What follows belongs to an exercise in optimizing a design on an open flow for small area, a short achievable clock period and few clock cycles per item; a production flow would make more cautious choices.
Only simulation tests tie the RTL to the original design; equivalence was not proved.
Power is estimated from default activity; no workload was simulated.

== job 103 ==
// SME
module SME(clk,reset,chardata,isstring,ispattern,valid,match,match_index);
==> module SME, before the edit <==
module SME(clk,reset,chardata,isstring,ispattern,valid,match,match_index);
integer i;
input clk;
input reset;
input [7:0] chardata;
input isstring;
input ispattern;
output reg match;
output reg [4:0] match_index;
output reg valid;
reg  [6:0]  s [0:31];
reg  [31:0] v;
reg  [31:0] D;
reg  [4:0]  q;
reg  [1:0]  Xh;       
reg  [2:0]  Xl;       
reg  [31:0] G;        
reg  [7:0]  Lge;      
reg         isstring_R, ispattern_R, pwc;
wire [6:0] c         = chardata[6:0];
wire       newstring = isstring & ~isstring_R;
wire       isdot     = (c == 7'h2E);
wire       isdollar  = (c == 7'h24);
wire       iscaret   = (c == 7'h5E);
wire       init      = ~ispattern_R | pwc;    
function [39:0] xtab;    
	input [4:0] x;
	integer k;
	begin
		for (k = 0; k < 32; k = k + 1)
			xtab[k] = (k >= x);
		for (k = 0; k < 8; k = k + 1) begin
			xtab[32 + k] = (k >= x[2:0]);
		end
	end
endfunction
wire [31:0] first, sp, M, Dn;
genvar g;
generate
for (g = 0; g < 32; g = g + 1) begin : pos
	localparam integer N = (g + 1) % 32;
	assign first[g] = (q == (g + 31) % 32);
	assign sp[g]    = ~s[g][6] & ~|s[g][4:0];
	assign M[g]     = v[g] & (isdot | (s[g] == c));
	assign Dn[g]    = isdollar ? (D[g] & (~v[N] | sp[N] | first[N]))
	                           : (M[N] & (init ? (~pwc | first[N] | sp[g]) : (D[g] & ~first[N])));
end
endgenerate
wire       match_n;
wire [4:0] index_n;
SME_result result (.D(D), .G(G), .Lge(Lge), .Xh(Xh), .Xl(Xl),
                   .match(match_n), .index(index_n));
always @(posedge clk) begin
	for (i = 0; i < 31; i = i + 1)
		s[i] <= s[i+1];
	s[31] <= isstring ? c : s[0];
	v <= {isstring | v[0], v[31:1] & {31{~newstring}}};
	q <= newstring ? 5'd30 : q - 5'd1;
	if (init) begin
		Xh <= q[4:3];
		Xl <= q[2:0];
		{Lge, G} <= xtab(q);
	end
	pwc <= ispattern & iscaret;
	isstring_R <= isstring;
	ispattern_R <= ispattern;
	D <= Dn;
	match <= match_n;
	match_index <= index_n;
	valid <= ~reset & ispattern_R & ~ispattern;
end
endmodule
==> module SME_result, before the edit <==
module SME_result(D, G, Lge, Xh, Xl, match, index);
input  [31:0] D;
input  [31:0] G;
input  [7:0]  Lge;
input  [1:0]  Xh;
input  [2:0]  Xl;
output        match;
output [4:0]  index;
wire [31:0] hi;
assign hi = D & G;
function [5:0] pe32;    
	input [31:0] x;
	reg [15:0] a1; reg [15:0] i1;           
	reg [7:0]  a2; reg [15:0] i2;           
	reg [3:0]  a3; reg [11:0] i3;           
	reg [1:0]  a4; reg [7:0]  i4;
	integer k;
	begin
		for (k = 0; k < 16; k = k + 1) begin
			a1[k] = x[2*k] | x[2*k+1];
			i1[k] = ~x[2*k];
		end
		for (k = 0; k < 8; k = k + 1) begin
			a2[k] = a1[2*k] | a1[2*k+1];
			i2[2*k +: 2] = a1[2*k] ? {1'b0, i1[2*k]} : {1'b1, i1[2*k+1]};
		end
		for (k = 0; k < 4; k = k + 1) begin
			a3[k] = a2[2*k] | a2[2*k+1];
			i3[3*k +: 3] = a2[2*k] ? {1'b0, i2[4*k +: 2]} : {1'b1, i2[4*k+2 +: 2]};
		end
		for (k = 0; k < 2; k = k + 1) begin
			a4[k] = a3[2*k] | a3[2*k+1];
			i4[4*k +: 4] = a3[2*k] ? {1'b0, i3[6*k +: 3]} : {1'b1, i3[6*k+3 +: 3]};
		end
		pe32 = {a4[0] | a4[1], a4[0] ? {1'b0, i4[3:0]} : {1'b1, i4[7:4]}};
	end
endfunction
wire [5:0] pH = pe32(hi);
wire [5:0] pA = pe32(D);
wire [4:0] J  = pH[5] ? pH[4:0] : pA[4:0];
reg  [23:0] LT;       
integer i;
always @* for (i = 0; i < 8; i = i + 1) LT[3*i +: 3] = i - Xl;
wire [2:0] lo = LT[3*J[2:0] +: 3];
wire       br = ~Lge[J[2:0]];
wire [1:0] h0 = J[4:3] - Xh;
wire [1:0] h1 = J[4:3] - Xh - 2'd1;
assign match = pA[5];
assign index = {br ? h1 : h0, lo};
endmodule
clock: 7.0 ns
lec_check: 0
cap_margin: 20
core_margin: 2
core_utilization: 55
cts_buf_list: sky130_fd_sc_hd__clkbuf_16
cts_cluster_diameter: 90
cts_cluster_size: 28
place_density: 0.7
setup_slack_margin: 4.6
slew_margin: 20
synth_hierarchical: 1
synth_minimum_keep_size: 0
tns_end_percent: 5
standard.sh (not shown) runs the stock make flow with config.mk's settings and CLKGATE_MAP_FILE= SYNTH_SCRIPT=/design/flow/synth_recipe.tcl, a recipe that flattens the netlist after the stock synthesis.
==> flow/flow/run.sh <==
#!/bin/bash
set -euo pipefail
here=$(pwd)
dont_use=$(tr -s ' \n' ' ' < "$here/flow/dont_use.txt")
bash "$here/standard.sh" "DONT_USE_CELLS=$dont_use" finish > "$here/standard.log" 2>&1
==> flow/flow/dont_use.txt <==
 sky130_fd_sc_hd__probe_p_8 sky130_fd_sc_hd__probec_p_8 sky130_fd_sc_hd__lpflow_bleeder_1 sky130_fd_sc_hd__lpflow_clkbufkapwr_1 sky130_fd_sc_hd__lpflow_clkbufkapwr_16 sky130_fd_sc_hd__lpflow_clkbufkapwr_2 sky130_fd_sc_hd__lpflow_clkbufkapwr_4 sky130_fd_sc_hd__lpflow_clkbufkapwr_8 sky130_fd_sc_hd__lpflow_clkinvkapwr_1 sky130_fd_sc_hd__lpflow_clkinvkapwr_16 sky130_fd_sc_hd__lpflow_clkinvkapwr_2 sky130_fd_sc_hd__lpflow_clkinvkapwr_4 sky130_fd_sc_hd__lpflow_clkinvkapwr_8 sky130_fd_sc_hd__lpflow_decapkapwr_12 sky130_fd_sc_hd__lpflow_decapkapwr_3 sky130_fd_sc_hd__lpflow_decapkapwr_4 sky130_fd_sc_hd__lpflow_decapkapwr_6 sky130_fd_sc_hd__lpflow_decapkapwr_8 sky130_fd_sc_hd__lpflow_inputiso0n_1 sky130_fd_sc_hd__lpflow_inputiso0p_1 sky130_fd_sc_hd__lpflow_inputiso1n_1 sky130_fd_sc_hd__lpflow_inputiso1p_1 sky130_fd_sc_hd__lpflow_inputisolatch_1 sky130_fd_sc_hd__lpflow_isobufsrc_1 sky130_fd_sc_hd__lpflow_isobufsrc_16 sky130_fd_sc_hd__lpflow_isobufsrc_2 sky130_fd_sc_hd__lpflow_isobufsrc_4 sky130_fd_sc_hd__lpflow_isobufsrc_8 sky130_fd_sc_hd__lpflow_isobufsrckapwr_16 sky130_fd_sc_hd__lpflow_lsbuf_lh_hl_isowell_tap_1 sky130_fd_sc_hd__lpflow_lsbuf_lh_hl_isowell_tap_2 sky130_fd_sc_hd__lpflow_lsbuf_lh_hl_isowell_tap_4 sky130_fd_sc_hd__lpflow_lsbuf_lh_isowell_4 sky130_fd_sc_hd__lpflow_lsbuf_lh_isowell_tap_1 sky130_fd_sc_hd__lpflow_lsbuf_lh_isowell_tap_2 sky130_fd_sc_hd__lpflow_lsbuf_lh_isowell_tap_4 # # Define fill cells export FILL_CELLS ?= sky130_fd_sc_hd__fill_1 sky130_fd_sc_hd__fill_2 sky130_fd_sc_hd__fill_4 sky130_fd_sc_hd__fill_8   sky130_fd_sc_hd__or3_1 sky130_fd_sc_hd__or3_2 sky130_fd_sc_hd__or3_4 sky130_fd_sc_hd__or3b_1 sky130_fd_sc_hd__or3b_2 sky130_fd_sc_hd__or3b_4 sky130_fd_sc_hd__or4_1 sky130_fd_sc_hd__or4_2 sky130_fd_sc_hd__or4_4 sky130_fd_sc_hd__or4b_1 sky130_fd_sc_hd__or4b_2 sky130_fd_sc_hd__or4b_4 sky130_fd_sc_hd__or4bb_1 sky130_fd_sc_hd__or4bb_2 sky130_fd_sc_hd__or4bb_4 sky130_fd_sc_hd__mux4_1 sky130_fd_sc_hd__mux4_2 sky130_fd_sc_hd__mux4_4 sky130_fd_sc_hd__clkdlybuf4s15_1 sky130_fd_sc_hd__clkdlybuf4s15_2 sky130_fd_sc_hd__clkdlybuf4s18_1 sky130_fd_sc_hd__clkdlybuf4s18_2 sky130_fd_sc_hd__clkdlybuf4s25_1 sky130_fd_sc_hd__clkdlybuf4s25_2 sky130_fd_sc_hd__clkdlybuf4s50_1 sky130_fd_sc_hd__clkdlybuf4s50_2
Job 103 finished end to end and its layout was clean on timing, DRC and antenna.
Testbench counts of job 103, summed over its fixed seeds: cycles 12,684, queries 1,536.
Edits applied to the flow inputs when going from job 103 to job 102:
--- a/flow/design.v
+++ b/flow/design.v
@@ -14,7 +14,8 @@
 reg  [4:0]  q;
 reg  [1:0]  Xh;       
 reg  [2:0]  Xl;       
-reg  [31:0] G;        
+reg  [3:0]  Hgt;      
+reg  [3:0]  Heq;      
 reg  [7:0]  Lge;      
 reg         isstring_R, ispattern_R, pwc;
 wire [6:0] c         = chardata[6:0];
@@ -23,14 +24,16 @@
 wire       isdollar  = (c == 7'h24);
 wire       iscaret   = (c == 7'h5E);
 wire       init      = ~ispattern_R | pwc;    
-function [39:0] xtab;    
+function [15:0] xtab;    
 	input [4:0] x;
 	integer k;
 	begin
-		for (k = 0; k < 32; k = k + 1)
-			xtab[k] = (k >= x);
+		for (k = 0; k < 4; k = k + 1) begin
+			xtab[k] = (k > x[4:3]);
+			xtab[4 + k] = (k == x[4:3]);
+		end
 		for (k = 0; k < 8; k = k + 1) begin
-			xtab[32 + k] = (k >= x[2:0]);
+			xtab[8 + k] = (k >= x[2:0]);
 		end
 	end
 endfunction
@@ -48,7 +51,7 @@
 endgenerate
 wire       match_n;
 wire [4:0] index_n;
-SME_result result (.D(D), .G(G), .Lge(Lge), .Xh(Xh), .Xl(Xl),
+SME_result result (.D(D), .Hgt(Hgt), .Heq(Heq), .Lge(Lge), .Xh(Xh), .Xl(Xl),
                    .match(match_n), .index(index_n));
 always @(posedge clk) begin
 	for (i = 0; i < 31; i = i + 1)
@@ -59,7 +62,7 @@
 	if (init) begin
 		Xh <= q[4:3];
 		Xl <= q[2:0];
-		{Lge, G} <= xtab(q);
+		{Lge, Heq, Hgt} <= xtab(q);
 	end
 	pwc <= ispattern & iscaret;
 	isstring_R <= isstring;
@@ -70,15 +73,22 @@
 	valid <= ~reset & ispattern_R & ~ispattern;
 end
 endmodule
-module SME_result(D, G, Lge, Xh, Xl, match, index);
+module SME_result(D, Hgt, Heq, Lge, Xh, Xl, match, index);
 input  [31:0] D;
-input  [31:0] G;
+input  [3:0]  Hgt;
+input  [3:0]  Heq;
 input  [7:0]  Lge;
 input  [1:0]  Xh;
 input  [2:0]  Xl;
 output        match;
 output [4:0]  index;
-wire [31:0] hi;
+wire [31:0] G, hi;
+genvar g;
+generate
+for (g = 0; g < 32; g = g + 1) begin : pos
+	assign G[g] = Hgt[g / 8] | (Heq[g / 8] & Lge[g % 8]);
+end
+endgenerate
 assign hi = D & G;
 function [5:0] pe32;    
 	input [31:0] x;
Findings:
Of the two values seen for critical path capture point, D[10]$_DFF_P_ was produced by job 103 and match_index[4]$_DFF_P_ by job 102. Design area sits lower in job 102 than in job 103. Share of the synthesized area in compound gates (AO/OA/AOI/OAI) was lower in the run labelled job 103. NOTE number of placed instances, taps included job 103->job 102 decreased by a few percent. Of job 103 and job 102, the run reporting the lower number of buffers and inverters on the critical path was job 103. Sequential fraction of total cell area was higher in job 103 than in job 102. Between job 102 and job 103, it is job 102 whose clock power is lower, by about 10%. Going from job 103 to job 102, number of vias in the routed layout shrinks by 406. Against job 103, area after synthesis in job 102 fell by a few percent. Job 102 against job 103: growth of design area from synthesis to finish higher, final standard cell utilization of the core roughly the same. Going from job 103 to job 102, fraction of power consumed by the clock network down 1.2 points, setup slack down 0.11 ns, final-layout worst hold slack up 0.0033 ns, initial standard-cell utilization of the core down 0.62 points.
Testbench counts of job 102, summed over its fixed seeds: cycles 12,684, queries 1,536.

-- static timing again, ports no longer ideal --
The results above use ideal ports. As a check the final layouts listed here were re-extracted and re-timed, cells and wires unchanged.
Step 1 (the two cells are an assumption about what drives the block):
set clk [get_ports {clk}]
set_driving_cell -lib_cell sky130_fd_sc_hd__clkbuf_16 $clk
set_driving_cell -lib_cell sky130_fd_sc_hd__buf_2 [delete_from_list [all_inputs] $clk]
Step 2, shift: input delay + t, output delay - t, t = (earliest + latest rising clock arrival at the registers) / 2. This alone moves slack from input paths to output paths.
a / b / c = ideal ports / drivers / drivers and shift; a / b = the first two.
| run | shift t [ns] | slack for setup (ns) | worst hold slack (ns) | latest minus earliest clock arrival (ns) |
|---|---|---|---|---|
| job 103 | 0.577 | 4.448 / 4.467 / 3.890 | 0.358 / 0.358 / 0.358 | 0.019 / 0.018 |
| job 102 | 0.544 | 4.341 / 4.341 / 3.915 | 0.361 / 0.361 / 0.361 | 0.019 / 0.018 |
After both steps every run listed still meets setup and hold. For job 103, which loses most, drivers alone change the setup slack by +0.019 ns; drivers and shift together by -0.558 ns.
